This is an optimization exercise on Yosys and OpenROAD, whose aim is small area, not a production implementation. At most, simulation tests tie the RTL to the original design; equivalence was not proved. The RTL of runs 2 to 5 was laid out without a check of its function. No activity file was given, so power comes from the tool's default toggle rates.

==> run.sh <==
#!/bin/bash
# synth_recipe.tcl (not shown) runs the flow's synth.tcl, then flattens the netlist and writes it again
# the make line also repeats each setting of config.mk as NAME=value (left out here)
make -C /OpenROAD-flow-scripts/flow DESIGN_CONFIG=/design/flow/config.mk WORK_HOME=/design/flow/orfs CLKGATE_MAP_FILE= SYNTH_SCRIPT=/design/flow/synth_recipe.tcl finish
==> config.mk <==
export PLATFORM = sky130hd
export DESIGN_NAME = Top_FirFilter_Flex
export DESIGN_NICKNAME = Top_FirFilter_Flex
export VERILOG_FILES = /design/flow/design.v
export SDC_FILE = /design/flow/constraint.sdc
export NUM_CORES = 4
export LEC_CHECK = 0
export ABC_AREA = 1
export CAP_MARGIN = 20
export CORE_MARGIN = 2
export CORE_UTILIZATION = 40
export SLEW_MARGIN = 20
==> constraint.sdc <==
create_clock -name core_clock -period 10.0 [get_ports {iClk12M}]
set_input_delay 2.0000 -clock core_clock [delete_from_list [all_inputs] [get_ports {iClk12M}]]
set_output_delay 2.0000 -clock core_clock [all_outputs]
set_load 0.01 [all_outputs]
==> design.v <==
`timescale 1ns/10ps
module CoefRing (
  input             iClk,
  input      [9:0]  iWe,
  input      [15:0] iWrDt,
  output     [15:0] oC
);
  reg [15:0] rMem [0:9];
  integer p;
  always @(posedge iClk) begin
    for (p = 0; p < 10; p = p + 1)
      rMem[p] <= iWe[p] ? iWrDt : rMem[(p + 1) % 10];
  end
  assign oC = rMem[0];
endmodule
`timescale 1ns/10ps
module DelayLine (
  input            iClk,
  input            iRsn,
  input            iShift,
  input      [2:0] iX,
  input      [3:0] iPh,     
  output     [2:0] oTap0,
  output     [2:0] oTap1,
  output     [2:0] oTap2,
  output     [2:0] oTap3
);
  reg [2:0] rX [0:39];
  reg [5:0] rCnt;
  integer k;
  always @(posedge iClk) begin
    if (iShift) begin
      rX[0] <= iX;
      for (k = 1; k < 40; k = k + 1)
        rX[k] <= rX[k - 1];
    end
  end
  always @(posedge iClk) begin
    if (!iRsn)
      rCnt <= 6'd0;
    else if (iShift && rCnt != 6'd40)
      rCnt <= rCnt + 6'd1;
  end
  wire [3:0] wW = 4'd9 - iPh;
  reg [2:0] rTap [0:3];
  integer b;
  always @(*) begin
    for (b = 0; b < 4; b = b + 1) begin
      case (iPh)
        4'd9:    rTap[b] = rX[10 * b + 0];
        4'd8:    rTap[b] = rX[10 * b + 1];
        4'd7:    rTap[b] = rX[10 * b + 2];
        4'd6:    rTap[b] = rX[10 * b + 3];
        4'd5:    rTap[b] = rX[10 * b + 4];
        4'd4:    rTap[b] = rX[10 * b + 5];
        4'd3:    rTap[b] = rX[10 * b + 6];
        4'd2:    rTap[b] = rX[10 * b + 7];
        4'd1:    rTap[b] = rX[10 * b + 8];
        default: rTap[b] = rX[10 * b + 9];
      endcase
      if ({2'b00, wW} + 10 * b >= rCnt)
        rTap[b] = 3'd0;
    end
  end
  assign oTap0 = rTap[0];
  assign oTap1 = rTap[1];
  assign oTap2 = rTap[2];
  assign oTap3 = rTap[3];
endmodule
`timescale 1ns/10ps
module FirLane (
  input             iClk,
  input             iClr,      
  input             iProc,     
  input             iLast,     
  input      [15:0] iC,
  input      [2:0]  iX,
  output reg [15:0] oAcc
);
  wire wXp3 = (iX == 3'b011);
  wire wXp2 = (iX == 3'b010);
  wire wXp1 = (iX == 3'b001);
  wire wXm1 = (iX == 3'b111);
  wire wXm2 = (iX == 3'b110);
  wire wXm3 = (iX == 3'b101);
  wire wXm4 = (iX == 3'b100);
  wire wP14 = ~iC[15] &  iC[14];                        
  wire wN14 =  iC[15] & (~iC[14] | (iC[13:0] == 14'd0));  
  wire wP13 = ~iC[15] & (iC[14] | iC[13]);              
  wire wN13 =  iC[15] & (~(iC[14] & iC[13]) | (iC[12:0] == 13'd0));  
  wire wG3  = ~iC[15] & (iC[14:0] >= 15'd10923);        
  wire wL3  =  iC[15] & (~iC[14:0] >= 15'd10922);       
  wire wM1  =  iC[15] & (iC[14:1] == 14'd0);            
  wire wM0  =  wM1 & ~iC[0];                            
  wire wX1  = ~iC[15] & (&iC[14:0]);                    
  wire wOvP = (wXp2 & wP14) | (wXm2 & wN14) | (wXp3 & wG3) | (wXm3 & wL3) |
              (wXm4 & wN13) | (wXm1 & wM0);
  wire wOvN = (wXp1 & wM1) | (wXm1 & wX1) | (wXp2 & wN14) | (wXm2 & wP14) |
              (wXp3 & wL3) | (wXm3 & wG3) | (wXm4 & wP13);
  wire wOv  = wOvP | wOvN;
  wire wSel2 = wXp3 | wXp2 | wXm2;
  wire wSel4 = wXm3 | wXm4;
  wire wNegA = wXm2 | wXm3 | wXm4;
  wire wSelB = wXp3 | wXp1 | wXm3 | wXm1;
  wire wNegB = wXm1;
  wire [16:0] wC2 = {iC[15], iC, 1'b0};
  wire [16:0] wC4 = {iC, 2'b00};
  wire [16:0] wC1 = {iC[15], iC};
  wire [16:0] wK  = wOvP ? 17'h07FFF : 17'h18000;
  wire [16:0] wA = wOv ? wK :
                   (({17{wSel2}} & wC2) | ({17{wSel4}} & wC4)) ^ {17{wNegA}};
  wire [16:0] wB = wOv ? 17'd0 : (({17{wSelB}} & wC1) ^ {17{wNegB}});
  wire        wCin = ~wOv & (wNegA | wNegB);
  wire [16:0] wAcc = {oAcc[15], oAcc};
  wire [16:0] wS1 = wAcc ^ wA ^ wB;
  wire [17:0] wC1s = {(wAcc & wA) | (wAcc & wB) | (wA & wB), wCin};
  wire [17:0] wCy;
  wire [16:0] wSum;
  assign wCy[0] = 1'b0;
  genvar i;
  generate
    for (i = 0; i < 17; i = i + 1) begin : gAdd
      assign wSum[i]  = wS1[i] ^ wC1s[i] ^ wCy[i];
      assign wCy[i+1] = (wS1[i] & wC1s[i]) | (wS1[i] & wCy[i]) | (wC1s[i] & wCy[i]);
    end
  endgenerate
  wire        wSat = iLast & (wSum[16] ^ wSum[15]);
  wire [15:0] wNext = wSat ? {wSum[16], {15{~wSum[16]}}} : wSum[15:0];
  always @(posedge iClk) begin
    if (iClr)
      oAcc <= 16'd0;
    else if (iProc)
      oAcc <= wNext;
  end
endmodule
`timescale 1ns/10ps
module FinalSum (
  input  [15:0] iA0,
  input  [15:0] iA1,
  input  [15:0] iA2,
  input  [15:0] iA3,
  output [15:0] oR
);
  wire [17:0] wA0 = {{2{iA0[15]}}, iA0};
  wire [17:0] wA1 = {{2{iA1[15]}}, iA1};
  wire [17:0] wA2 = {{2{iA2[15]}}, iA2};
  wire [17:0] wA3 = {{2{iA3[15]}}, iA3};
  wire [17:0] wS1 = wA0 ^ wA1 ^ wA2;
  wire [17:0] wC1 = {(wA0[16:0] & wA1[16:0]) | (wA0[16:0] & wA2[16:0]) | (wA1[16:0] & wA2[16:0]), 1'b0};
  wire [17:0] wS2 = wS1 ^ wC1 ^ wA3;
  wire [17:0] wC2 = {(wS1[16:0] & wC1[16:0]) | (wS1[16:0] & wA3[16:0]) | (wC1[16:0] & wA3[16:0]), 1'b0};
  wire [18:0] wCy;
  wire [17:0] wSum;
  assign wCy[0] = 1'b0;
  genvar i;
  generate
    for (i = 0; i < 18; i = i + 1) begin : gAdd
      assign wSum[i]  = wS2[i] ^ wC2[i] ^ wCy[i];
      assign wCy[i+1] = (wS2[i] & wC2[i]) | (wS2[i] & wCy[i]) | (wC2[i] & wCy[i]);
    end
  endgenerate
  wire wOv = (wSum[17] != wSum[16]) | (wSum[16] != wSum[15]);
  assign oR = wOv ? {wSum[17], {15{~wSum[17]}}} : wSum[15:0];
endmodule
`timescale 1ns/10ps
module Top_FirFilter_Flex (
    input  wire        iClk12M,
    input  wire        iRsn,
    input  wire        iEnSample600k,
    input  wire        iCoeffUpdateFlag,
    input  wire        iCsnRam,
    input  wire        iWrnRam,
    input  wire [5:0]  iAddrRam,
    input  wire [15:0] iWrDtRam,
    input  wire [2:0]  iFirIn,
    output reg  [15:0] oFirOut
);
  reg        rUpd;
  reg        rRun;
  wire       wSample  = iEnSample600k & ~iCoeffUpdateFlag;
  wire       wRunTick = wSample & (rUpd | rRun);
  always @(posedge iClk12M) begin
    if (!iRsn) begin
      rUpd <= 1'b0;
      rRun <= 1'b0;
    end else if (iEnSample600k) begin
      rUpd <= iCoeffUpdateFlag;
      rRun <= ~iCoeffUpdateFlag & (rUpd | rRun);
    end
  end
  reg  [3:0] rPh;
  always @(posedge iClk12M) begin
    if (!iRsn)
      rPh <= 4'd9;
    else
      rPh <= (rPh == 4'd0) ? 4'd9 : rPh - 4'd1;
  end
  wire [3:0] wWord  = iAddrRam[3:0];
  wire       wWrite = rUpd & ~iCsnRam & ~iWrnRam & (wWord <= 4'd9);
  wire [4:0] wPosS  = {1'b0, wWord} + {1'b0, rPh};
  wire [3:0] wPos   = (wPosS >= 5'd10) ? wPosS[3:0] - 4'd10 : wPosS[3:0];
  wire [15:0] wWrDt = iWrDtRam & {16{iRsn}};
  reg [9:0] rWe [0:3];
  integer b, p;
  always @(*) begin
    for (b = 0; b < 4; b = b + 1)
      for (p = 0; p < 10; p = p + 1)
        rWe[b][p] = ~iRsn | (wWrite & (iAddrRam[5:4] == b) & (wPos == p));
  end
  wire [15:0] wC0, wC1, wC2, wC3;
  CoefRing inst_Ring0 (.iClk(iClk12M), .iWe(rWe[0]), .iWrDt(wWrDt), .oC(wC0));
  CoefRing inst_Ring1 (.iClk(iClk12M), .iWe(rWe[1]), .iWrDt(wWrDt), .oC(wC1));
  CoefRing inst_Ring2 (.iClk(iClk12M), .iWe(rWe[2]), .iWrDt(wWrDt), .oC(wC2));
  CoefRing inst_Ring3 (.iClk(iClk12M), .iWe(rWe[3]), .iWrDt(wWrDt), .oC(wC3));
  wire [2:0] wX0, wX1, wX2, wX3;
  DelayLine inst_Delay (.iClk(iClk12M), .iRsn(iRsn), .iShift(wSample), .iX(iFirIn),
                        .iPh(rPh), .oTap0(wX0), .oTap1(wX1), .oTap2(wX2), .oTap3(wX3));
  reg  rBusy;    
  reg  rAct;     
  wire wStart = (rPh == 4'd9);
  wire wLast  = (rPh == 4'd0);
  wire wProc  = rBusy & (rAct | wStart);
  wire wClr   = ~iRsn | wRunTick;
  always @(posedge iClk12M) begin
    if (!iRsn) begin
      rBusy <= 1'b0;
      rAct  <= 1'b0;
    end else if (wRunTick) begin
      rBusy <= 1'b1;
      rAct  <= 1'b0;
    end else if (wProc) begin
      rBusy <= ~wLast;
      rAct  <= ~wLast;
    end
  end
  wire [15:0] wAcc0, wAcc1, wAcc2, wAcc3;
  FirLane inst_Lane0 (.iClk(iClk12M), .iClr(wClr), .iProc(wProc), .iLast(wLast),
                      .iC(wC0), .iX(wX0), .oAcc(wAcc0));
  FirLane inst_Lane1 (.iClk(iClk12M), .iClr(wClr), .iProc(wProc), .iLast(wLast),
                      .iC(wC1), .iX(wX1), .oAcc(wAcc1));
  FirLane inst_Lane2 (.iClk(iClk12M), .iClr(wClr), .iProc(wProc), .iLast(wLast),
                      .iC(wC2), .iX(wX2), .oAcc(wAcc2));
  FirLane inst_Lane3 (.iClk(iClk12M), .iClr(wClr), .iProc(wProc), .iLast(wLast),
                      .iC(wC3), .iX(wX3), .oAcc(wAcc3));
  wire [15:0] wR;
  FinalSum inst_Sum (.iA0(wAcc0), .iA1(wAcc1), .iA2(wAcc2), .iA3(wAcc3), .oR(wR));
  always @(posedge iClk12M) begin
    if (!iRsn)
      oFirOut <= 16'd0;
    else if (wSample)
      oFirOut <= wR;
  end
endmodule
==> results of run 1 <==
[cell type report]
cell class,count,area share
Antenna cell,1,0.00005490
Clock buffer,117,0.05473
Clock inverter,46,0.01375
Inverter,411,0.03456
Multi-Input combinational cell,2977,0.4042
Sequential cell,854,0.4015
Tap cell,1265,0.03472
Timing Repair Buffer,297,0.05652
[worst paths after layout]
check / startpoint / end / slack (ns)
setup / recovery: rPh[2]$_SDFF_PP0_ / inst_Lane0.oAcc[12]$_SDFFE_PP0P_ / 0.13
hold / removal: inst_Ring3.rMem[5][13]$_DFF_P_ / inst_Ring3.rMem[4][13]$_DFF_P_ / 0.42
setup reg to reg: rPh[2]$_SDFF_PP0_ / inst_Lane0.oAcc[12]$_SDFFE_PP0P_ / 0.13
hold reg to reg: inst_Ring3.rMem[5][13]$_DFF_P_ / inst_Ring3.rMem[4][13]$_DFF_P_ / 0.42
[routing by layer]
metal,track usage,vias up,share of wire
met1,0.3187,14278,0.48
met3,0.03952,156,0.067
met2,0.3198,856,0.42
met4,0.06296,0,0.031
met5,0,-,0
li1,-,15008,-
[cell families (layout without fill, tap and decap cells)]
logic type               Yosys count  after routing  share of synthesized area
AO/OA/AOI/OAI                   1106           1106                     0.1557
XOR/XNOR                          71             71                    0.01620
flip-flops                       854            854                     0.4766
other                              0              1                          0
AND/OR/NAND/NOR                 1591           1591                     0.1812
adder cells (fa/ha/maj)          209            209                     0.1017
buffers and inverters            667            871                    0.06860
[timing repair]
item / in CTS / in global routing
buffers inserted: 4 / 12
hold buffers: 0 / 0
cloned: 3 / 0
endpoints found under the setup margin: 63 / 64
gates resized for setup: 36 / 111
pin swaps: 6 / 25
[stage by stage]
step           setup slack, ns  TNS (ns)  hold WS, ns  power [W]
2_1_floorplan         -0.01614   -0.1614       0.4056   0.005946
3_3_place_gp           -0.3183    -10.38       0.4073   0.006899
3_5_place_dp           -0.3398    -15.23       0.4140   0.006952
4_1_cts                0.01279         0       0.4228    0.01050
5_1_grt                -0.2645    -9.345       0.4379    0.01117
6_report                0.1335         0       0.4165    0.01056
[where the power goes]
| group | leakage (nW) | internal, W | switching, W | total (W) |
|---|---|---|---|---|
| Clock | 1.51 | 0.00204 | 0.00145 | 0.00349 |
| Sequential | 7.21 | 0.00373 | 0.000116 | 0.00385 |
| Combinational | 9.77 | 0.00126 | 0.00196 | 0.00323 |
[registers in the layout, indices dropped and copies added (netlist names)]
register and cells:
inst_Ring0.rMem 160, inst_Ring1.rMem 160, inst_Ring2.rMem 160, inst_Ring3.rMem 160, inst_Delay.rX 120, inst_Lane0.oAcc 16, inst_Lane1.oAcc 16, inst_Lane2.oAcc 16
inst_Lane3.oAcc 16, oFirOut 16, inst_Delay.rCnt 6, rPh 4, rAct 1, rBusy 1, rRun 1, rUpd 1
[worst max-delay path, delay by kind of cell (launching register included)]
kind / cells / cell delay (ns)
buffers and inverters: 11 / 1.17
flip-flops: 1 / 0.34
XOR/XNOR: 1 / 0.16
adder cells (fa/ha/maj): 19 / 6.52
AO/OA/AOI/OAI: 3 / 0.28
AND/OR/NAND/NOR: 13 / 1.25
[Yosys cell counts (all sizes together)]
library cell	number	area, µm²
fa	172	3443
o22ai	57	356.6
o211ai	58	435.4
clkbuf	221	830.8
ha	37	462.9
nor2	185	925.9
xor2	64	560.5
nand4	65	406.6
and2	1	6.260
a21o	1	7.510
clkinv	2	7.510
buf	35	250.2
nor3	25	125.1
a22oi	3	22.52
nand3	167	955.9
nor4	12	75.07
dfxtp	734	14690
a31oi	3	18.77
a211oi	9	67.56
or2	1	6.260
nand2	1126	4377
inv	409	1545
xnor2	7	61.31
nand3b	8	72.57
a21boi	1	11.26
o311ai	1	8.760
and3	1	6.260
o21ai	800	4015
a21oi	171	1017
edfxtp	120	3603
o21bai	2	15.01
[placed cells by master (no fill, tap or decap), types with 45 or more instances in the layout]
master and instances:
o22ai_1 57, inv_1 374, fa_1 115, nand3_1 134, a21oi_2 54, xor2_1 61, nand4_1 65, clkdlybuf4s50_1 45
buf_4 229, fa_2 57, edfxtp_1 120, o211ai_1 58, nand2_2 61, dfxtp_1 731, o21ai_0 783, nor2_1 132
a21oi_1 98, clkbuf_16 91, nand2_1 1046
==> metrics.cfg, run 1 <==
[setup_path]
crit_path_end_kind=register
crit_fanout=7
cpPeakStageDelay_ns=0.51
cp_data_required_time_ns=10.53
cp_common_cell=fa_2
startpoint_type=register
slowest_stage=fa_1
rr_worst_depth=47
crit_type=reg2reg
arrival_ns=10.40

[cells_and_area]
nFillCells=9085
layout.cells.non_filler=5968
multi_input_area_um2=18420
final_core_util=0.4798
fin_area_um2=45580
drive_gt1_frac=0.1612
fin_nets=4871
seq_area_um2=18300
syn2layout_area_growth_pct=18.73

[cts]
h-tree-depth=3
clock_path_buffers=3
path_clk_slew_ns=0.07
cts_tree=built
clock-sinks=854
cts_root_buf=clkbuf_16
numCtsBuffers=90
clock_latency_ns=0.70

[detailed_routing]
drc=0
post_drt_via_cell_ratio=5.077
drt_wl_total_mm=106.8
dr.pass1.iters=6
drtIter0Drc=2499
num_vias=30298
wl_per_cell_um=17.90
final_antenna_net_count=0

[yosys]
syn_area_um2=38390
yosys_warnings=9
avgSynthCellArea_um2=8.535
ys_seq_elements=854
syn_inst=4498
ys_seq_area_frac=0.4766
syn_nets=4738
yosysUniqueCellTypes=50

[global_routing]
grt_max_degree=79
grt_overflow_total=0
grt_pass1_wl_mm=166.2
grt_antenna_before_repair=0
grt_usage=0.2155
grt_pass1_vias=28252

[timing]
max_slew_margin=0.2463
min_period_ns=9.866
period_share=0.9866
hold_viol=0
rsz0062_at_grt=yes
max_freq_mhz=101.4
setup_violations=0
finClkSkew_ns=0.05454
final_max_slew_viol_count=0
max_slew.worst_pin.slew_ns=1.126

[floorplanning]
die_h_um=313.8
die_w_um=313.8
die_area_um2=98470
initial_core_util=0.4041
core_um2=95010
std_cell_rows=113
pin_count=47

[place]
gp_congestion=0.8982
dp_cells=5784
placed_area_um2=41620
io_buffers=46
post-dp-hpwl_mm=74.67

[worst_hold_path]
hold_path.class=reg2reg
hold_depth=2

[run]
maxCapViolCount=0

[pwr]
ir_drop_uv=129.1
power_density_nw_per_um2=231.7
power_leakage_nw=18.50

[run_status]
outcome=no timing/DRC/antenna violations

==> inputs of run 2 (changes only) <==
--- a/design.v
+++ b/design.v
@@ -19,11 +19,11 @@
   input            iRsn,
   input            iShift,
   input      [2:0] iX,
-  input      [3:0] iPh,     
-  output     [2:0] oTap0,
-  output     [2:0] oTap1,
-  output     [2:0] oTap2,
-  output     [2:0] oTap3
+  input      [3:0] iPh,
+  output reg [2:0] oTap0,
+  output reg [2:0] oTap1,
+  output reg [2:0] oTap2,
+  output reg [2:0] oTap3
 );
   reg [2:0] rX [0:39];
   reg [5:0] rCnt;
@@ -41,31 +41,30 @@
     else if (iShift && rCnt != 6'd40)
       rCnt <= rCnt + 6'd1;
   end
-  wire [3:0] wW = 4'd9 - iPh;
+  wire [3:0] wWn = (iPh == 4'd0) ? 4'd0 : 4'd10 - iPh;
+  wire [3:0] wJ  = wWn + {3'd0, ~iShift};
   reg [2:0] rTap [0:3];
-  integer b;
+  integer b, j, vK;
   always @(*) begin
     for (b = 0; b < 4; b = b + 1) begin
-      case (iPh)
-        4'd9:    rTap[b] = rX[10 * b + 0];
-        4'd8:    rTap[b] = rX[10 * b + 1];
-        4'd7:    rTap[b] = rX[10 * b + 2];
-        4'd6:    rTap[b] = rX[10 * b + 3];
-        4'd5:    rTap[b] = rX[10 * b + 4];
-        4'd4:    rTap[b] = rX[10 * b + 5];
-        4'd3:    rTap[b] = rX[10 * b + 6];
-        4'd2:    rTap[b] = rX[10 * b + 7];
-        4'd1:    rTap[b] = rX[10 * b + 8];
-        default: rTap[b] = rX[10 * b + 9];
-      endcase
-      if ({2'b00, wW} + 10 * b >= rCnt)
-        rTap[b] = 3'd0;
-    end
-  end
-  assign oTap0 = rTap[0];
-  assign oTap1 = rTap[1];
-  assign oTap2 = rTap[2];
-  assign oTap3 = rTap[3];
+      rTap[b] = 3'd0;
+      for (j = 0; j < 11; j = j + 1) begin
+        vK = 10 * b + j - 1;
+        if (wJ == j) begin
+          if (vK < 0)
+            rTap[b] = iX;
+          else if (vK < rCnt)
+            rTap[b] = rX[vK];
+        end
+      end
+    end
+  end
+  always @(posedge iClk) begin
+    oTap0 <= rTap[0];
+    oTap1 <= rTap[1];
+    oTap2 <= rTap[2];
+    oTap3 <= rTap[3];
+  end
 endmodule
 `timescale 1ns/10ps
 module FirLane (
@@ -84,33 +83,32 @@
   wire wXm2 = (iX == 3'b110);
   wire wXm3 = (iX == 3'b101);
   wire wXm4 = (iX == 3'b100);
-  wire wP14 = ~iC[15] &  iC[14];                        
-  wire wN14 =  iC[15] & (~iC[14] | (iC[13:0] == 14'd0));  
-  wire wP13 = ~iC[15] & (iC[14] | iC[13]);              
-  wire wN13 =  iC[15] & (~(iC[14] & iC[13]) | (iC[12:0] == 13'd0));  
-  wire wG3  = ~iC[15] & (iC[14:0] >= 15'd10923);        
-  wire wL3  =  iC[15] & (~iC[14:0] >= 15'd10922);       
-  wire wM1  =  iC[15] & (iC[14:1] == 14'd0);            
-  wire wM0  =  wM1 & ~iC[0];                            
-  wire wX1  = ~iC[15] & (&iC[14:0]);                    
+  wire wP14 = ~iC[15] &  iC[14];                                       
+  wire wN14 =  iC[15] & (~iC[14] | (iC[13:0] == 14'd0));               
+  wire wP13 = ~iC[15] & (iC[14] | iC[13]);                             
+  wire wN13 =  iC[15] & (~(iC[14] & iC[13]) | (iC[12:0] == 13'd0));    
+  wire wG3  = ~iC[15] & (iC[14:0] >= 15'd10923);                       
+  wire wL3  =  iC[15] & (~iC[14:0] >= 15'd10922);                      
+  wire wM1  =  iC[15] & (iC[14:1] == 14'd0);                           
+  wire wM0  =  wM1 & ~iC[0];                                           
+  wire wX1  = ~iC[15] & (&iC[14:0]);                                   
   wire wOvP = (wXp2 & wP14) | (wXm2 & wN14) | (wXp3 & wG3) | (wXm3 & wL3) |
               (wXm4 & wN13) | (wXm1 & wM0);
   wire wOvN = (wXp1 & wM1) | (wXm1 & wX1) | (wXp2 & wN14) | (wXm2 & wP14) |
               (wXp3 & wL3) | (wXm3 & wG3) | (wXm4 & wP13);
   wire wOv  = wOvP | wOvN;
-  wire wSel2 = wXp3 | wXp2 | wXm2;
-  wire wSel4 = wXm3 | wXm4;
-  wire wNegA = wXm2 | wXm3 | wXm4;
-  wire wSelB = wXp3 | wXp1 | wXm3 | wXm1;
-  wire wNegB = wXm1;
-  wire [16:0] wC2 = {iC[15], iC, 1'b0};
-  wire [16:0] wC4 = {iC, 2'b00};
+  wire wSel2 = ~wOv & iX[1];
+  wire wSel4 = ~wOv & iX[2] & ~iX[1];
+  wire wSelB = ~wOv & iX[0];
+  wire wInvL = wOv ? wOvP : iX[2];     
+  wire wInvH = wOv ? wOvN : iX[2];     
+  wire wCin  = ~wOv & iX[2];
+  wire [16:0] wC2 = {iC, 1'b0};
+  wire [16:0] wC4 = {iC[14:0], 2'b00};
   wire [16:0] wC1 = {iC[15], iC};
-  wire [16:0] wK  = wOvP ? 17'h07FFF : 17'h18000;
-  wire [16:0] wA = wOv ? wK :
-                   (({17{wSel2}} & wC2) | ({17{wSel4}} & wC4)) ^ {17{wNegA}};
-  wire [16:0] wB = wOv ? 17'd0 : (({17{wSelB}} & wC1) ^ {17{wNegB}});
-  wire        wCin = ~wOv & (wNegA | wNegB);
+  wire [16:0] wInv = {{2{wInvH}}, {15{wInvL}}};
+  wire [16:0] wA = (({17{wSel2}} & wC2) | ({17{wSel4}} & wC4)) ^ wInv;
+  wire [16:0] wB = {17{wSelB}} & wC1;
   wire [16:0] wAcc = {oAcc[15], oAcc};
   wire [16:0] wS1 = wAcc ^ wA ^ wB;
   wire [17:0] wC1s = {(wAcc & wA) | (wAcc & wB) | (wA & wB), wCin};
==> run 2 against run 1 <==
Still clean. Non-clock buffer count is 166 lower. First-iteration DRC count is 8.6% higher. Clock skew is 0.014 ns lower. Synthesized cell count is 3.6% lower. Critical endpoint is now inst_Lane3.oAcc[14]$_SDFFE_PP0P_. Largest power group unchanged.
==> metrics.cfg, run 2 <==
[detailed_routing]
dr.pass1.iters=6  ; unchanged
final_antenna_net_count=0  ; unchanged
drtIter0Drc=2715  ; +8.6%
drc=0  ; unchanged
wl_per_cell_um=18.62  ; +4.0%
num_vias=28784  ; -5.0%
drt_wl_total_mm=104.0  ; -2.6%
post_drt_via_cell_ratio=5.152  ; +1.5%

[yosys]
ys_seq_elements=866  ; +1.4%
syn_area_um2=36940  ; -3.8%
synth_most_common_cell=nand2_1
avgSynthCellArea_um2=8.523  ; -0.14%
synth_area_leaders=dfxtp_1, nand2_1, o21ai_0
syn_inst=4334  ; -3.6%
yosys_warnings=9  ; unchanged
yosys.area.top_type_share=0.4043  ; +0.02155
yosysTopAreaCell=dfxtp_1
synth_edf_count=120  ; unchanged
ys_seq_area_frac=0.5018  ; +0.02525
yosysUniqueCellTypes=50  ; unchanged
async_reset_ff_frac=0  ; unchanged
synth_ff_type=dfxtp_1
synth_top_cells_by_count=nand2_1, dfxtp_1, o21ai_0
syn_nets=4555  ; -3.9%

[run_status]
outcome=no timing/DRC/antenna violations

[cells_and_area]
antennaDiodeCount=0  ; -1
final_common_cell=nand2_1
mostFrequentLayoutCells=nand2_1, o21ai_0, dfxtp_1
fin_nets=4550  ; -6.6%
final_core_util=0.4612  ; -0.01860
syn2layout_area_growth_pct=14.26
drive_gt1_frac=0.09498  ; -0.06623

[timing]
max_slew_margin=0.2507  ; +0.004398
hold_viol=0  ; unchanged
period_share=0.9570  ; -0.02963
final_max_slew_viol_count=0  ; unchanged
min_period_ns=9.570  ; -0.2963 ns
setup_violations=0  ; unchanged
finClkSkew_ns=0.04018  ; -0.01436 ns
max_slew.worst_pin.slew_ns=1.114  ; -0.01271 ns
hold_ws_ns=0.4042  ; -0.01224 ns
max_freq_mhz=104.5  ; +3.1%

[setup_path]
crit_path_end_kind=register
cp_common_cell=fa_1
arrival_ns=10.16  ; -0.24 ns
crit_type=reg2reg
crit_fanout=8  ; +1
startpoint_type=register
slowest_stage=fa_1
cp_data_required_time_ns=10.59  ; +0.06 ns
cpPeakStageDelay_ns=0.53  ; +0.02 ns

[floorplanning]
die_area_um2=94800  ; -3.7%
pin_count=47  ; unchanged
die_h_um=307.9  ; -1.9%
core_um2=91520  ; -3.7%
std_cell_rows=111  ; -1.8%
die_w_um=307.9  ; -1.9%
initial_core_util=0.4036  ; -0.0004762

[pwr]
ir_drop_uv=128.5  ; -0.51%
clkPwrFrac=0.421  ; +0.091
power_density_nw_per_um2=200.9  ; -13%
internal_power_w=0.006182  ; -12%
p_sw_w=0.002299  ; -35%
combPwrFrac=0.118  ; -0.187
seq_power_share=0.462  ; +0.098
power_leakage_nw=17.42  ; -5.8%
p_sw_frac=0.2711  ; -0.06316

[cts]
cts_tree=built
clock-sinks=866  ; +1.4%
numCtsBuffers=92  ; +2.2%
path_clk_slew_ns=0.06  ; about the same
cts_hold_buf=0  ; unchanged
clock_latency_ns=0.67  ; -0.03 ns
cts_root_buf=clkbuf_16
clock_path_buffers=3  ; unchanged
h-tree-depth=3  ; unchanged

[run]
maxCapViolCount=0  ; unchanged

[place]
post-dp-hpwl_mm=72.89  ; -2.4%
io_buffers=46  ; unchanged
gp_congestion=0.9703  ; +8.0%

[global_routing]
grt_pass1_wl_mm=161.9  ; -2.6%
grt_overflow_total=0  ; unchanged
grt_antenna_before_repair=5  ; +5
grt_max_degree=89  ; +13%
grt_pass1_vias=27615  ; -2.3%
grt_usage=0.2192  ; +0.003640

[worst_hold_path]
hold_path.class=reg2reg

==> run 2: per-layer routing <==
layer  vias up  global-route usage  share of wire
met5         -                   0        0.00024
met4         4             0.06693          0.030
met3       184             0.03175          0.054
met2       764              0.3602           0.46
met1     13766              0.2987           0.45
li1      14066                   -              -
==> run 2: worst paths after layout <==
kind	cells after the start	endpoint	start	slack (ns)
setup / recovery	40	inst_Lane3.oAcc[14]$_SDFFE_PP0P_	inst_Delay.oTap3[2]$_DFF_P_	0.43
hold reg to reg	2	inst_Ring0.rMem[0][1]$_DFF_P_	inst_Ring0.rMem[1][1]$_DFF_P_	0.40
setup reg to reg	40	inst_Lane3.oAcc[14]$_SDFFE_PP0P_	inst_Delay.oTap3[2]$_DFF_P_	0.43
hold / removal	2	inst_Ring0.rMem[0][1]$_DFF_P_	inst_Ring0.rMem[1][1]$_DFF_P_	0.40
==> run 2: per-stage QoR <==
| step | cells | total power (W) | setup slack, ns | area [µm²] | TNS, ns |
|---|---|---|---|---|---|
| floorplan | 4334 | 0.004595 | 0.7332 | 36940 | 0 |
| global placement | 5407 | 0.004954 | 0.2242 | 38610 | 0 |
| detailed placement | 5407 | 0.004969 | 0.09997 | 38650 | 0 |
| CTS | 5573 | 0.008527 | 0.09174 | 41850 | 0 |
| global route | 5587 | 0.008833 | -0.02911 | 42210 | -0.2276 |
| finish | 5587 | 0.008481 | 0.4299 | 42210 | 0 |
==> run 2: power groups by stage <==
stage	Combinational (W)	Clock, W	Sequential (W)
3_5_place_dp	0.000984	0	0.00398
2_1_floorplan	0.000662	0	0.00393
3_3_place_gp	0.000970	0	0.00398
5_1_grt	0.00112	0.00377	0.00394
4_1_cts	0.000989	0.00363	0.00391
6_report	0.000998	0.00357	0.00392
==> run 2: repair_timing <==
item                                    in CTS  in global routing
buffers inserted                             0                 10
hold endpoints to repair                     0                  0
endpoints found under the setup margin       0                 63
gates resized for setup                      0                 98
==> run 2: worst max-delay path: cells and delay by family (launching register included) <==
| family | cells | cell delay (ns) |
|---|---|---|
| flops | 1 | 0.44 |
| xor+xnor | 2 | 0.35 |
| fa+ha+maj | 17 | 6.20 |
| compound gates | 2 | 0.39 |
| buf+inv | 10 | 1.02 |
| simple gates | 9 | 1.09 |
==> run 2: cell type report <==
class,instances,area (µm²)
Fill cell,8783,49320
Inverter,331,1256
Clock inverter,42,578.1
Timing Repair Buffer,131,1122
Multi-Input combinational cell,2906,16550
Clock buffer,124,2623
Sequential cell,866,18590
Tap cell,1186,1484
Timing Repair inverter,1,7.507
==> run 2: cells by family after synthesis <==
logic type,count (synthesis),synth area share
compound gates,1021,0.1433
fa+ha+maj,190,0.09931
simple gates,1617,0.1768
flops,866,0.5018
mux,1,0.0002710
buf+inv,565,0.06097
xor+xnor,74,0.01755
==> inputs of run 3 (changes only) <==
--- a/config.mk
+++ b/config.mk
@@ -9,4 +9,6 @@
 export CAP_MARGIN = 20
 export CORE_MARGIN = 2
 export CORE_UTILIZATION = 40
+export CTS_CLUSTER_DIAMETER = 100
+export CTS_CLUSTER_SIZE = 30
 export SLEW_MARGIN = 20
==> run 3 against run 2 <==
Still clean. Power down 19%. Critical path depth unchanged. Synthesized cell count unchanged. First-iteration DRC count down 0.44%. Critical path type unchanged. Largest cell class unchanged. Highest routed layer is now met4.
==> metrics.cfg, run 3 <==
[place]
post-dp-hpwl_mm=72.89  ; unchanged
gp_congestion=0.9703  ; unchanged
pre_cts_slack_ns=0.09997  ; unchanged
dp_cells=5407  ; unchanged
io_buffers=46  ; unchanged
placed_area_um2=38650  ; unchanged

[floorplanning]
pin_count=47  ; unchanged
std_cell_rows=111  ; unchanged
core_um2=91520  ; unchanged
initial_core_util=0.4036  ; unchanged
die_w_um=307.9  ; unchanged
die_h_um=307.9  ; unchanged
die_area_um2=94800  ; unchanged

[setup_path]
cp_common_cell=fa_1
slowest_stage=fa_1
cpPeakStageDelay_ns=0.53  ; about the same
crit_path_end_kind=register
crit_fanout=8  ; unchanged
cp_data_required_time_ns=10.56  ; -0.03 ns
startpoint_type=register
path_buf_inv=10  ; unchanged
arrival_ns=10.15  ; about the same
crit_family=adder cells
crit_type=reg2reg

[timing]
max_freq_mhz=104.3  ; -0.17%
hold_ws_ns=0.4136  ; +0.009376 ns
setup_violations=0  ; unchanged
fin_tns_setup_ns=0  ; unchanged
max_slew_margin=0.2150  ; -0.03571
setup_slack_ns=0.4137  ; -0.01616 ns
hold_viol=0  ; unchanged
min_period_ns=9.586  ; +0.01616 ns
finClkSkew_ns=0.04759  ; +0.007403 ns
final_max_slew_viol_count=0  ; unchanged
period_share=0.9586  ; +0.001616
max_slew.worst_pin.slew_ns=1.167  ; +0.05308 ns

[cts]
numCtsBuffers=38  ; -59%
cts_tree=built
clock-sinks=866  ; unchanged
clock_path_buffers=3  ; unchanged
clock_latency_ns=0.64  ; -0.03 ns
path_clk_slew_ns=0.11  ; +0.05 ns
h-tree-depth=2  ; -1
cts_root_buf=clkbuf_16

[yosys]
synth_area_leaders=dfxtp_1, nand2_1, o21ai_0
avgSynthCellArea_um2=8.523  ; unchanged
yosys_warnings=9  ; unchanged
yosysUniqueCellTypes=50  ; unchanged
synth_edf_count=120  ; unchanged
ys_seq_area_frac=0.5018  ; unchanged
syn_area_um2=36940  ; unchanged
syn_inst=4334  ; unchanged
yosysTopAreaCell=dfxtp_1
yosys.area.top_type_share=0.4043  ; unchanged
synth_top_cells_by_count=nand2_1, dfxtp_1, o21ai_0
syn_nets=4555  ; unchanged
async_reset_ff_frac=0  ; unchanged
synth_ff_type=dfxtp_1
ys_seq_elements=866  ; unchanged
synth_most_common_cell=nand2_1

[cells_and_area]
syn2layout_area_growth_pct=9.054
layout.cells.non_filler=5482  ; -1.9%
mostFrequentLayoutCells=nand2_1, o21ai_0, dfxtp_1
fin_area_um2=40280  ; -4.6%
final_common_cell=nand2_1
fin_nets=4503  ; -1.0%
antennaDiodeCount=0  ; unchanged
drive_gt1_frac=0.07682  ; -0.01816

[detailed_routing]
drtIter0Drc=2703  ; -0.44%
num_vias=28319  ; -1.6%
post_drt_via_cell_ratio=5.166  ; +0.27%
drc=0  ; unchanged
dr.pass1.iters=6  ; unchanged
final_antenna_net_count=0  ; unchanged
drt_wl_total_mm=102.2  ; -1.8%
wl_per_cell_um=18.64  ; +0.11%

[global_routing]
grt_pass1_vias=26905  ; -2.6%
grt_overflow_total=0  ; unchanged
grt_antenna_before_repair=3  ; -2
grt_pass1_wl_mm=159.3  ; -1.6%
grt_usage=0.2152  ; -0.004033
grt_max_degree=89  ; unchanged

[worst_hold_path]
hold_path.class=reg2reg

[pwr]
power_leakage_nw=16.46  ; -5.5%
ir_drop_uv=116.7  ; -9.1%
power_density_nw_per_um2=169.9  ; -15%

[run_status]
outcome=no timing/DRC/antenna violations

[run]
maxCapViolCount=0  ; unchanged

[run 3: logic make-up after synthesis]
| group | after synthesis | share of synthesized area |
|---|---|---|
| fa+ha+maj | 190 | 0.09931 |
| mux | 1 | 0.0002710 |
| buf+inv | 565 | 0.06097 |
| xor+xnor | 74 | 0.01755 |
| flops | 866 | 0.5018 |
| simple gates | 1617 | 0.1768 |
| compound gates | 1021 | 0.1433 |
[run 3: final timing paths]
kind | from | endpoint | slack [ns] | cells after the start
min | inst_Ring2.rMem[4][9]$_DFF_P_ | inst_Ring2.rMem[3][9]$_DFF_P_ | 0.41 | 2
min reg2reg | inst_Ring2.rMem[4][9]$_DFF_P_ | inst_Ring2.rMem[3][9]$_DFF_P_ | 0.41 | 2
max | inst_Delay.oTap3[2]$_DFF_P_ | inst_Lane3.oAcc[14]$_SDFFE_PP0P_ | 0.41 | 40
max reg2reg | inst_Delay.oTap3[2]$_DFF_P_ | inst_Lane3.oAcc[14]$_SDFFE_PP0P_ | 0.41 | 40
[run 3: cell type report]
type                       instances  area (µm²)
tap                             1186        1484
multi-input combinational       2906       16560
clock buffer                      43        1012
clock inverter                    11       181.4
inverter                         331        1266
timing repair buffer             138        1162
sequential                       866       18610
timing repair inverter             1       7.507
fill                            8969       51240
[run 3: power breakdown]
group | internal (W) | leakage [nW] | switching (W)
clock | 0.000767 | 0.575 | 0.00117
combinational | 0.000311 | 8.56 | 0.000691
sequential | 0.00378 | 7.32 | 0.000132
[run 3: through the flow]
step           total power (W)    util
2_1_floorplan         0.004595       -
3_3_place_gp          0.004954  0.4219
3_5_place_dp          0.004969  0.4223
4_1_cts               0.006877  0.4354
5_1_grt               0.007165  0.4401
6_report              0.006846  0.4401
[run 3: layer usage]
layer | vias to the layer above | GRT usage | wire (µm)
met5 | - | 0 | 0
met3 | 137 | 0.02446 | 5204
met4 | 0 | 0.05139 | 2414
li1 | 13903 | - | -
met2 | 734 | 0.3572 | 47530
met1 | 13545 | 0.3000 | 47030
[run 3: worst min-delay path: cells and delay by family, from the launching register on]
| family | cells | cell delay (ns) |
|---|---|---|
| simple gates | 1 | 0.04 |
| flops | 1 | 0.32 |
| compound gates | 1 | 0.05 |
[run 3: repair_timing]
| item | CTS | global route |
|---|---|---|
| gates resized for setup | 0 | 112 |
| endpoints found under the hold margin | 0 | 0 |
| setup buffers | 0 | 17 |
| endpoints found under the setup margin | 0 | 63 |
| hold buffers | 0 | 0 |
==> inputs of run 4 (changes only) <==
--- a/config.mk
+++ b/config.mk
@@ -9,6 +9,6 @@
 export CAP_MARGIN = 20
 export CORE_MARGIN = 2
 export CORE_UTILIZATION = 40
-export CTS_CLUSTER_DIAMETER = 100
-export CTS_CLUSTER_SIZE = 30
+export CTS_CLUSTER_DIAMETER = 80
+export CTS_CLUSTER_SIZE = 25
 export SLEW_MARGIN = 20
==> run 4 against run 3 <==
Non-clock buffer count is 2 lower. Design area is 0.46% higher. Power is 2.3% higher. Die area stayed put. Register-to-register slack hardly changed. Global-route usage hardly changed. Count of clock-buffer cells in the layout is 8 higher. Worst hold slack worse by 0.0057 ns. Core utilization is 0.20 points higher. Combinational power hardly changed. Setup slack better by 0.014 ns. Critical endpoint unchanged. Highest routed layer unchanged.
==> metrics.cfg, run 4 <==
[run_status]
outcome=no timing/DRC/antenna violations

[timing]
hold_viol=0  ; unchanged
final_max_slew_viol_count=0  ; unchanged
setup_violations=0  ; unchanged
max_freq_mhz=104.5  ; +0.15%
finClkSkew_ns=0.03649  ; -0.01110 ns
max_slew.worst_pin.slew_ns=1.035  ; -0.1317 ns
min_period_ns=9.572  ; -0.01410 ns
max_slew_margin=0.3047  ; +0.08969
period_share=0.9572  ; -0.001410

[setup_path]
slowest_stage=fa_1
startpoint_type=register
cp_common_cell=fa_1
cpPeakStageDelay_ns=0.53  ; about the same
rr_startpoint=inst_Delay.oTap3[2]$_DFF_P_
crit_type=reg2reg
rrSetupSlack_ns=0.43  ; about the same
rr_endpoint=inst_Lane3.oAcc[14]$_SDFFE_PP0P_
crit_path_end_kind=register
cp_data_required_time_ns=10.58  ; +0.02 ns
crit_fanout=8  ; unchanged
arrival_ns=10.15  ; about the same
path_buf_inv=10  ; unchanged
rr_worst_depth=40  ; unchanged
crit_family=adder cells

[yosys]
synth_edf_count=120  ; unchanged
async_reset_ff_frac=0  ; unchanged
yosys_warnings=9  ; unchanged
yosys.area.top_type_share=0.4043  ; unchanged
avgSynthCellArea_um2=8.523  ; unchanged
synth_ff_type=dfxtp_1
syn_inst=4334  ; unchanged
synth_top_cells_by_count=nand2_1, dfxtp_1, o21ai_0
syn_nets=4555  ; unchanged
ys_seq_area_frac=0.5018  ; unchanged
synth_most_common_cell=nand2_1
syn_area_um2=36940  ; unchanged
synth_area_leaders=dfxtp_1, nand2_1, o21ai_0
ys_seq_elements=866  ; unchanged
yosysTopAreaCell=dfxtp_1
yosysUniqueCellTypes=50  ; unchanged

[floorplanning]
die_h_um=307.9  ; unchanged
core_um2=91520  ; unchanged
initial_core_util=0.4036  ; unchanged
die_w_um=307.9  ; unchanged
die_area_um2=94800  ; unchanged
pin_count=47  ; unchanged
std_cell_rows=111  ; unchanged

[global_routing]
grt_pass1_vias=26992  ; +0.32%
grt_overflow_total=0  ; unchanged
grt_usage=0.2151  ; about the same
grt_max_degree=89  ; unchanged
grt_pass1_wl_mm=159.3  ; about the same
grt_antenna_before_repair=3  ; unchanged

[detailed_routing]
drc=0  ; unchanged
drt_wl_total_mm=102.5  ; +0.32%
dr.pass1.iters=6  ; unchanged
wl_per_cell_um=18.66  ; about the same
post_drt_via_cell_ratio=5.172  ; +0.12%
final_antenna_net_count=0  ; unchanged
num_vias=28415  ; +0.34%
drtIter0Drc=2512  ; -7.1%

[cells_and_area]
antennaDiodeCount=0  ; unchanged
drive_gt1_frac=0.07799  ; +0.001179
syn2layout_area_growth_pct=9.552
multi_input_area_um2=16560  ; about the same
seq_area_um2=18600  ; about the same
mostFrequentLayoutCells=nand2_1, o21ai_0, dfxtp_1
fin_nets=4509  ; +0.13%
final_common_cell=nand2_1
fin_area_um2=40470  ; +0.46%
nFillCells=8958  ; -0.12%
final_core_util=0.4422  ; +0.002009

[pwr]
ir_drop_uv=125.7  ; +7.7%
power_leakage_nw=16.55  ; +0.56%
power_density_nw_per_um2=173.1  ; +1.9%

[cts]
clock-sinks=866  ; unchanged
path_clk_slew_ns=0.10  ; about the same
cts_root_buf=clkbuf_16
h-tree-depth=2  ; unchanged
numCtsBuffers=46  ; +21%
clock_path_buffers=3  ; unchanged
cts_tree=built
cts_hold_buf=0  ; unchanged
clock_latency_ns=0.64  ; about the same

[worst_hold_path]
hold_depth=2  ; unchanged
hp-start=inst_Ring2.rMem[6][1]$_DFF_P_
hold_path.class=reg2reg
whs_endpoint=inst_Ring2.rMem[5][1]$_DFF_P_

[place]
io_buffers=46  ; unchanged
post-dp-hpwl_mm=72.89  ; unchanged
gp_congestion=0.9703  ; unchanged
placed_area_um2=38650  ; unchanged

[run]
maxCapViolCount=0  ; unchanged

==> run 4: cell counts after synthesis <==
No cell type changed its count.
==> run 4: through the flow <==
step	setup WS (ns)	TNS [ns]	instances	hold WS, ns	total power [W]
floorplan	0.7332	0	4334	0.4056	0.004595
finish	0.4278	0	5494	0.4079	0.007005
detailed placement	0.09997	0	5407	0.4131	0.004969
global placement	0.2242	0	5407	0.4074	0.004954
CTS	0.1049	0	5475	0.4033	0.007039
global route	-0.04076	-0.2516	5494	0.4215	0.007317
==> run 4: how the worst max path moves through the flow <==
stage	startpoint	cells past startpoint	slack, ns	end
global route	inst_Delay.oTap3[1]$_DFF_P_	40	-0.04	inst_Lane3.oAcc[6]$_SDFFE_PP0P_
global placement	inst_Ring3.rMem[0][6]$_DFF_P_	43	0.22	inst_Lane3.oAcc[3]$_SDFFE_PP0P_
floorplan	inst_Ring3.rMem[0][14]$_DFF_P_	44	0.73	inst_Lane3.oAcc[14]$_SDFFE_PP0P_
finish	inst_Delay.oTap3[2]$_DFF_P_	40	0.43	inst_Lane3.oAcc[14]$_SDFFE_PP0P_
CTS	inst_Ring3.rMem[0][6]$_DFF_P_	43	0.10	inst_Lane3.oAcc[8]$_SDFFE_PP0P_
detailed placement	inst_Ring3.rMem[0][6]$_DFF_P_	43	0.1	inst_Lane3.oAcc[8]$_SDFFE_PP0P_
==> run 4: power by group <==
part	switching (W)	total, W	internal (W)
registers	0.000132	0.00391	0.00378
logic	0.000691	0.00100	0.000309
clock network	0.00121	0.00210	0.000883
total	0.00204	0.00701	0.00497
==> run 4: per-layer routing <==
| layer | up-vias | global-route usage | share of wire |
|---|---|---|---|
| met5 | - | 0 | 0 |
| met4 | 0 | 0.05570 | 0.024 |
| met3 | 109 | 0.02467 | 0.056 |
| met2 | 708 | 0.3578 | 0.47 |
| met1 | 13666 | 0.2974 | 0.45 |
| li1 | 13932 | - | - |
==> run 4: area by class of cell <==
cell class                 instances  area share
timing repair buffer             136     0.02835
inverter                         331     0.03123
clock inverter                    17    0.005751
sequential                       866      0.4597
timing repair inverter             1   0.0001855
clock buffer                      51     0.02891
tap                             1186     0.03667
multi-input combinational       2906      0.4092
==> run 4: what timing repair did <==
item                                    4_1_cts  5_1_grt
setup buffers                                 0       15
endpoints found under the setup margin        0       63
resized for setup                             0      105
==> run 4: logic make-up after synthesis <==
group / Yosys count / share of synthesized area
muxes: 1 / 0.0002710
and+or+nand+nor: 1617 / 0.1768
AOI/OAI and AO/OA: 1021 / 0.1433
adders and majority gates: 190 / 0.09931
xor gates and xnor gates: 74 / 0.01755
buffers and inverters: 565 / 0.06097
DFF: 866 / 0.5018
==> run 4: worst register-to-register path, delay by kind of cell, from the launching register on <==
kind	cells	cell delay [ns]
adder cells (fa/ha/maj)	17	6.21
AO/OA/AOI/OAI	2	0.39
XOR/XNOR	2	0.36
buffers and inverters	10	1.02
flip-flops	1	0.45
AND/OR/NAND/NOR	9	1.08
==> inputs of run 5 (changes only) <==
--- a/config.mk
+++ b/config.mk
@@ -9,6 +9,5 @@
 export CAP_MARGIN = 20
 export CORE_MARGIN = 2
 export CORE_UTILIZATION = 40
-export CTS_CLUSTER_DIAMETER = 80
-export CTS_CLUSTER_SIZE = 25
+export GPL_TIMING_DRIVEN = 0
 export SLEW_MARGIN = 20
==> run 5 against run 4 <==
Via count is 4.6% higher. Area after synthesis stayed put. Die area stayed put. Critical endpoint is now inst_Lane2.oAcc[6]$_SDFFE_PP0P_. Synthesized cell count stayed put. Wire length is 8.2% higher. Power is 20% higher.
==> metrics.cfg, run 5 <==
[yosys]
synth_most_common_cell=nand2_1
syn_area_um2=36940  ; unchanged
yosysUniqueCellTypes=50  ; unchanged
synth_area_leaders=dfxtp_1, nand2_1, o21ai_0
async_reset_ff_frac=0  ; unchanged
synth_top_cells_by_count=nand2_1, dfxtp_1, o21ai_0
ys_seq_elements=866  ; unchanged
yosysTopAreaCell=dfxtp_1
synth_edf_count=120  ; unchanged
syn_inst=4334  ; unchanged
avgSynthCellArea_um2=8.523  ; unchanged
syn_nets=4555  ; unchanged
synth_ff_type=dfxtp_1
yosys.area.top_type_share=0.4043  ; unchanged
yosys_warnings=9  ; unchanged
ys_seq_area_frac=0.5018  ; unchanged

[worst_hold_path]
hold_path.class=reg2reg

[setup_path]
critPathCapture=inst_Lane2.oAcc[6]$_SDFFE_PP0P_
crit_path_end_kind=register
startpoint_type=register
crit_fanout=10  ; +2
rrSetupSlack_ns=0.39  ; -0.04 ns
crit_type=reg2reg
cp_num_cells=42  ; +5.0%
rr_worst_depth=42  ; +5.0%
slowest_stage=fa_1
rr_startpoint=inst_Ring2.rMem[0][3]$_DFF_P_
setup.worst_path.start=inst_Ring2.rMem[0][3]$_DFF_P_
cpPeakStageDelay_ns=0.51  ; -0.02 ns
cp_data_required_time_ns=10.52  ; -0.06 ns
path_buf_inv=7  ; -3
cp_common_cell=fa_1
crit_family=adder cells
arrival_ns=10.13  ; -0.02 ns
rr_endpoint=inst_Lane2.oAcc[6]$_SDFFE_PP0P_

[detailed_routing]
wl_per_cell_um=19.28  ; +3.3%
dr.pass1.iters=8  ; +2
drc=0  ; unchanged
drt_wl_total_mm=110.9  ; +8.2%
num_vias=29721  ; +4.6%
drtIter0Drc=2615  ; +4.1%
final_antenna_net_count=0  ; unchanged
post_drt_via_cell_ratio=5.166  ; -0.11%

[floorplanning]
std_cell_rows=111  ; unchanged
core_um2=91520  ; unchanged
die_area_um2=94800  ; unchanged
initial_core_util=0.4036  ; unchanged
pin_count=47  ; unchanged
die_w_um=307.9  ; unchanged
die_h_um=307.9  ; unchanged

[place]
pre_cts_slack_ns=-0.3691  ; -0.4690 ns
io_buffers=45  ; -2.2%
post-dp-hpwl_mm=83.92  ; +15%
gp_congestion=0.9615  ; -0.91%
dp_cells=5567  ; +3.0%

[pwr]
power_leakage_nw=17.63  ; +6.5%
internal_power_w=0.006124  ; +23%
p_sw_w=0.002288  ; +12%
ir_drop_uv=136.4  ; +8.6%
power_w=0.008412  ; +20%
power_density_nw_per_um2=197.5  ; +14%
clkPwrFrac=0.410  ; +0.111
p_sw_frac=0.2720  ; -0.01858
combPwrFrac=0.123  ; -0.020
seq_power_share=0.467  ; -0.091

[global_routing]
grt_antenna_before_repair=3  ; unchanged
grt_overflow_total=0  ; unchanged
grt_pass1_wl_mm=169.9  ; +6.7%
grt_max_degree=47  ; -47%
grt_usage=0.2341  ; +0.01903
grt_pass1_vias=29134  ; +7.9%

[cells_and_area]
mostFrequentLayoutCells=nand2_1, o21ai_0, dfxtp_1
drive_gt1_frac=0.09547  ; +0.01747
layout.cells.non_filler=5753  ; +4.7%
fin_nets=4716  ; +4.6%
antennaDiodeCount=0  ; unchanged
syn2layout_area_growth_pct=15.30
final_common_cell=nand2_1

[cts]
clock_latency_ns=0.68  ; +0.04 ns
clock-sinks=866  ; unchanged
cts_tree=built
cts_root_buf=clkbuf_16
h-tree-depth=3  ; +1
numCtsBuffers=91  ; +98%
cts_hold_buf=0  ; unchanged
path_clk_slew_ns=0.06  ; -0.04 ns
clock_path_buffers=3  ; unchanged

[timing]
period_share=0.9608  ; +0.003624
setup_slack_ns=0.3916  ; -0.03624 ns
max_freq_mhz=104.1  ; -0.38%
max_slew.worst_pin.slew_ns=1.199  ; +0.1642 ns
finClkSkew_ns=0.06478  ; +0.02829 ns
setup_violations=0  ; unchanged
max_slew_margin=0.1931  ; -0.1115
min_period_ns=9.608  ; +0.03624 ns
hold_viol=0  ; unchanged
hold_ws_ns=0.4177  ; +0.009843 ns
final_max_slew_viol_count=0  ; unchanged

[run_status]
outcome=no timing/DRC/antenna violations

[run]
maxCapViolCount=0  ; unchanged

-- run 5: worst min-delay path by stage --
stage / endpoint / depth (start not counted) / start
after global placement: inst_Ring3.rMem[6][11]$_DFF_P_ / 2 / inst_Ring3.rMem[7][11]$_DFF_P_
final: inst_Ring3.rMem[8][7]$_DFF_P_ / 2 / inst_Ring3.rMem[9][7]$_DFF_P_
after global routing: inst_Ring3.rMem[7][6]$_DFF_P_ / 2 / inst_Ring3.rMem[8][6]$_DFF_P_
after CTS: inst_Ring3.rMem[7][6]$_DFF_P_ / 2 / inst_Ring3.rMem[8][6]$_DFF_P_
after floorplan: inst_Ring0.rMem[0][0]$_DFF_P_ / 2 / inst_Ring0.rMem[1][0]$_DFF_P_
after detailed placement: inst_Ring3.rMem[8][3]$_DFF_P_ / 2 / inst_Ring3.rMem[9][3]$_DFF_P_
-- run 5: kinds of logic after synthesis --
group	after synthesis	synth area share
xor+xnor	74	0.01755
simple gates	1617	0.1768
buf+inv	565	0.06097
mux	1	0.0002710
flops	866	0.5018
fa+ha+maj	190	0.09931
compound gates	1021	0.1433
-- run 5: through the flow --
stage / setup TNS (ns) / util / cell area (µm²)
after CTS: 0 / 0.4603 / 42130
after detailed placement: -8.971 / 0.4252 / 38920
after floorplan: 0 / - / 36940
after global placement: -5.394 / 0.4247 / 38870
final: 0 / 0.4653 / 42590
after global routing: -0.03101 / 0.4653 / 42590
-- run 5: what timing repair did --
action                                  CTS  global route
setup buffers                            10            18
gates cloned                              0             0
pin swaps                                 2            22
endpoints found under the hold margin     0             0
endpoints found under the setup margin   42            64
resized for setup                        31           156
-- run 5: power groups by stage --
stage	registers [W]	clock network, W	logic, W
5_1_grt	0.00394	0.00365	0.00116
4_1_cts	0.00392	0.00350	0.00101
6_report	0.00393	0.00345	0.00103
3_5_place_dp	0.00399	0	0.000994
2_1_floorplan	0.00393	0	0.000662
3_3_place_gp	0.00399	0	0.000986
-- run 5: tightest hold or removal path, delay by kind of cell (launching register included) --
family             cells  cell delay (ns)
DFF                    1             0.30
AOI/OAI and AO/OA      1             0.05
and+or+nand+nor        1             0.04
-- run 5: per-layer routing --
metal,wire [µm],share of wire,GRT usage,vias up
li1,-,-,-,14421
met1,49340,0.44,0.3123,14224
met2,51300,0.46,0.3832,882
met3,6506,0.059,0.03704,190
met4,3715,0.033,0.08667,4
met5,27,0.00024,0,-
-- run 5: final cells by class --
cell class | count | area (µm²)
timing repair buffer | 75 | 700.7
tap | 1186 | 1484
buffer | 227 | 1052
clock buffer | 130 | 2673
fill | 8819 | 48930
inverter | 331 | 1276
sequential | 866 | 18610
clock inverter | 35 | 415.4
multi-input combinational | 2903 | 16380
==> inputs of run 6 (changes only) <==
--- a/design.v
+++ b/design.v
@@ -26,7 +26,8 @@
   output reg [2:0] oTap3
 );
   reg [2:0] rX [0:39];
-  reg [5:0] rCnt;
+  reg [2:0] rQ;     
+  reg [3:0] rR;     
   integer k;
   always @(posedge iClk) begin
     if (iShift) begin
@@ -36,27 +37,40 @@
     end
   end
   always @(posedge iClk) begin
-    if (!iRsn)
-      rCnt <= 6'd0;
-    else if (iShift && rCnt != 6'd40)
-      rCnt <= rCnt + 6'd1;
+    if (!iRsn) begin
+      rQ <= 3'd0;
+      rR <= 4'd0;
+    end else if (iShift && rQ != 3'd4) begin
+      if (rR == 4'd9) begin
+        rQ <= rQ + 3'd1;
+        rR <= 4'd0;
+      end else
+        rR <= rR + 4'd1;
+    end
   end
   wire [3:0] wWn = (iPh == 4'd0) ? 4'd0 : 4'd10 - iPh;
   wire [3:0] wJ  = wWn + {3'd0, ~iShift};
+  reg [10:0] rOh;
+  integer j;
+  always @(*) begin
+    for (j = 0; j < 11; j = j + 1)
+      rOh[j] = (wJ == j);
+  end
+  wire wLt = (wJ <= rR);
   reg [2:0] rTap [0:3];
-  integer b, j, vK;
+  reg       rVal;
+  integer b;
   always @(*) begin
     for (b = 0; b < 4; b = b + 1) begin
-      rTap[b] = 3'd0;
-      for (j = 0; j < 11; j = j + 1) begin
-        vK = 10 * b + j - 1;
-        if (wJ == j) begin
-          if (vK < 0)
-            rTap[b] = iX;
-          else if (vK < rCnt)
-            rTap[b] = rX[vK];
-        end
-      end
+      rTap[b] = (b == 0) ? (iX & {3{rOh[0]}}) : (rX[10 * b - 1] & {3{rOh[0]}});
+      for (j = 1; j < 11; j = j + 1)
+        rTap[b] = rTap[b] | (rX[10 * b + j - 1] & {3{rOh[j]}});
+      if (rOh[0])
+        rVal = (b == 0) || (b <= rQ);
+      else
+        rVal = (b < rQ) || ((b == rQ) && wLt);
+      if (!rVal)
+        rTap[b] = 3'd0;
     end
   end
   always @(posedge iClk) begin
--- a/config.mk
+++ b/config.mk
@@ -9,5 +9,6 @@
 export CAP_MARGIN = 20
 export CORE_MARGIN = 2
 export CORE_UTILIZATION = 40
-export GPL_TIMING_DRIVEN = 0
+export CTS_CLUSTER_DIAMETER = 100
+export CTS_CLUSTER_SIZE = 30
 export SLEW_MARGIN = 20
==> run 6 against run 5 <==
Core utilization is 1.1 points lower. Critical path type unchanged. Critical endpoint is now inst_Lane2.oAcc[9]$_SDFFE_PP0P_. Wire length down 12%. Largest power group unchanged. Still clean on timing, DRC and antenna. Critical path depth grew 3. Cell count down 6.0%.
==> metrics.cfg, run 6 <==
[setup_path]
cp_data_required_time_ns=10.55  ; +0.03 ns
startpoint_type=register
crit_family=adder cells
crit_type=reg2reg
cp_common_cell=fa_2
crit_fanout=15  ; +5
path_buf_inv=8  ; +1
rrSetupSlack_ns=0.46  ; +0.06 ns
arrival_ns=10.09  ; -0.04 ns
slowest_stage=fa_1
crit_path_end_kind=register
cpPeakStageDelay_ns=0.50  ; about the same

[timing]
max_slew.worst_pin.slew_ns=1.097  ; -0.1021 ns
fin_tns_setup_ns=0  ; unchanged
min_period_ns=9.545  ; -0.06361 ns
rsz0062_at_grt=no
hold_ws_ns=0.4007  ; -0.01703 ns
setup_violations=0  ; unchanged
max_freq_mhz=104.8  ; +0.67%
period_share=0.9545  ; -0.006361
final_max_slew_viol_count=0  ; unchanged
max_slew_margin=0.2686  ; +0.07544
hold_viol=0  ; unchanged
finClkSkew_ns=0.08707  ; +0.02229 ns

[cts]
clock_latency_ns=0.64  ; -0.04 ns
clock-sinks=867  ; +0.12%
numCtsBuffers=41  ; -55%
h-tree-depth=2  ; -1
cts_tree=built
cts_root_buf=clkbuf_16
path_clk_slew_ns=0.12  ; +0.06 ns
clock_path_buffers=3  ; unchanged
cts_hold_buf=0  ; unchanged

[yosys]
yosys.area.top_type_share=0.4104  ; +0.006145
synth_top_cells_by_count=nand2_1, dfxtp_1, o21ai_0
yosys_warnings=9  ; unchanged
yosysUniqueCellTypes=51  ; +2.0%
ys_seq_area_frac=0.5093  ; +0.007495
syn_nets=4348  ; -4.5%
synth_ff_type=dfxtp_1
synth_most_common_cell=nand2_1
synth_edf_count=120  ; unchanged
syn_area_um2=36430  ; -1.4%
yosysTopAreaCell=dfxtp_1
syn_inst=4122  ; -4.9%
synth_area_leaders=dfxtp_1, nand2_1, o21ai_0
async_reset_ff_frac=0  ; unchanged
avgSynthCellArea_um2=8.839  ; +3.7%
ys_seq_elements=867  ; +0.12%

[floorplanning]
die_h_um=305.8  ; -0.68%
initial_core_util=0.4042  ; +0.0005629
pin_count=47  ; unchanged
std_cell_rows=110  ; -0.90%
die_w_um=305.8  ; -0.68%
core_um2=90150  ; -1.5%
die_area_um2=93520  ; -1.3%

[cells_and_area]
fin_nets=4440  ; -5.9%
mostFrequentLayoutCells=nand2_1, o21ai_0, dfxtp_1
layout.cells.non_filler=5407  ; -6.0%
multi_input_area_um2=16120  ; -1.6%
nFillCells=8712  ; -1.2%
final_common_cell=nand2_1
seq_area_um2=18600  ; about the same
drive_gt1_frac=0.1284  ; +0.03290
fin_area_um2=41000  ; -3.7%
syn2layout_area_growth_pct=12.53

[detailed_routing]
drtIter0Drc=2427  ; -7.2%
drt_wl_total_mm=97.91  ; -12%
num_vias=27342  ; -8.0%
wl_per_cell_um=18.11  ; -6.1%
final_antenna_net_count=0  ; unchanged
drc=0  ; unchanged
dr.pass1.iters=6  ; -2
post_drt_via_cell_ratio=5.057  ; -2.1%

[global_routing]
grt_usage=0.2071  ; -0.02695
gr-usage-met3=0.02524  ; -0.01180
grt_pass1_wl_mm=151.8  ; -11%
grt_overflow_total=0  ; unchanged
globalRouteMet1Util=0.3096  ; -0.002708
top_usage_layer=met2
grt_antenna_before_repair=1  ; -2
grtUsageMet2=0.3151  ; -0.06819
grt_pass1_vias=25672  ; -12%
grt_max_degree=88  ; +87%

[worst_hold_path]
hold_path.class=reg2reg

[place]
io_buffers=46  ; +2.2%
dp_cells=5339  ; -4.1%
placed_area_um2=39320  ; +1.0%
gp_congestion=0.9071  ; -5.7%
post-dp-hpwl_mm=68.05  ; -19%

[run_status]
outcome=no timing/DRC/antenna violations

[pwr]
ir_drop_uv=119.2  ; -13%
power_density_nw_per_um2=175.1  ; -11%
power_leakage_nw=16.76  ; -4.9%

[run]
maxCapViolCount=0  ; unchanged

run 6: cell types whose count changed after synthesis, moves of 12 or more:
cell      previous run  this run
a21oi_2             10        25
xor2_1              65        50
inv_1              322       279
a21oi_1            171       127
nor2_1             276       200
clkbuf_1           152       170
nand2_1           1112       987
a221oi_1             0        23
xnor2_1              9        21
run 6: power breakdown:
| group | leakage, nW | total (W) | internal, W | switching, W |
|---|---|---|---|---|
| registers | 7.32 | 0.00391 | 0.00378 | 0.000121 |
| logic | 8.81 | 0.00126 | 0.000440 | 0.000824 |
| clock network | 0.623 | 0.00201 | 0.000849 | 0.00116 |
| total | 16.8 | 0.00718 | 0.00507 | 0.00210 |
run 6: routing by layer:
metal,routed length (µm),up-vias
li1,-,13649
met1,48260,12980
met2,42040,606
met3,4997,107
met4,2616,0
met5,0,-
run 6: repair_timing:
item	in CTS	in global routing
resized for setup	53	61
pin swaps	7	26
setup buffers	3	4
endpoints found under the setup margin	63	64
cloned	1	0
run 6: worst paths after layout:
path	startpoint	to	depth (start not counted)
worst min register to register	inst_Ring0.rMem[5][10]$_DFF_P_	inst_Ring0.rMem[4][10]$_DFF_P_	2
worst min-delay path	inst_Ring0.rMem[5][10]$_DFF_P_	inst_Ring0.rMem[4][10]$_DFF_P_	2
worst max register to register	inst_Ring2.rMem[0][6]$_DFF_P_	inst_Lane2.oAcc[9]$_SDFFE_PP0P_	45
worst max-delay path	inst_Ring2.rMem[0][6]$_DFF_P_	inst_Lane2.oAcc[9]$_SDFFE_PP0P_	45
run 6: cell families (layout without fill, tap and decap cells):
logic type,count (synthesis),after routing,share of synthesized area
buffers and inverters,539,646,0.05948
DFF,867,867,0.5093
adders and majority gates,195,195,0.1024
AOI/OAI and AO/OA,1021,1021,0.1502
xor gates and xnor gates,71,71,0.01707
other,0,1,0
muxes,2,2,0.0006181
and+or+nand+nor,1427,1428,0.1609
run 6: through the flow:
step                      setup slack, ns  total power [W]  utilization
after global placement            -0.4073         0.005200       0.4359
after floorplan                  0.002379         0.004763            -
after detailed placement          -0.5804         0.005217       0.4361
after global routing             0.005369         0.007515       0.4548
after CTS                        0.004193         0.007216       0.4526
final                              0.4552         0.007178       0.4548
run 6: final cells by class:
cell class                 count  area share
sequential                   867      0.4537
multi-input combinational   2717      0.3932
timing repair buffer         291     0.05841
tap                         1176     0.03589
inverter                     296     0.02710
clock buffer                  46     0.02597
clock inverter                13    0.005676
antenna                        1  0.00006103
run 6: tightest hold or removal path: cells and delay by family (launching register included):
kind | cells | cell delay, ns
flip-flops | 1 | 0.31
AND/OR/NAND/NOR | 1 | 0.04
AO/OA/AOI/OAI | 1 | 0.05

[afterwards: timing with drivers on the ports]
Ports are ideal in the flow. The routed layouts listed here were re-timed in OpenROAD. Step 1, drivers: a clkbuf_16 drives iClk12M and a buf_2 each remaining input, both assumed. Step 2 times the ports against the registers' clock, not the clock port: input delays grow and output delays shrink by t, the midpoint of the rising clock arrivals with the driver on. Three values: ideal, step 1, step 2; two values: the first two.
| run | t (ns) | setup slack, ns | worst hold slack (ns) | worst register clock-pin slew, ns |
|---|---|---|---|---|
| run 1 | 0.734 | 0.134 / 0.134 / 0.134 | 0.416 / 0.416 / 0.416 | 0.07 / 0.07 |
| run 2 | 0.714 | 0.430 / 0.430 / 0.430 | 0.404 / 0.404 / 0.404 | 0.06 / 0.06 |
| run 3 | 0.683 | 0.414 / 0.414 / 0.414 | 0.414 / 0.414 / 0.414 | 0.12 / 0.12 |
| run 4 | 0.691 | 0.428 / 0.428 / 0.428 | 0.408 / 0.408 / 0.408 | 0.11 / 0.11 |
| run 5 | 0.715 | 0.392 / 0.392 / 0.392 | 0.418 / 0.418 / 0.418 | 0.07 / 0.07 |
| run 6 | 0.666 | 0.455 / 0.455 / 0.455 | 0.401 / 0.401 / 0.401 | 0.12 / 0.12 |
After both steps every run listed still meets setup and hold.
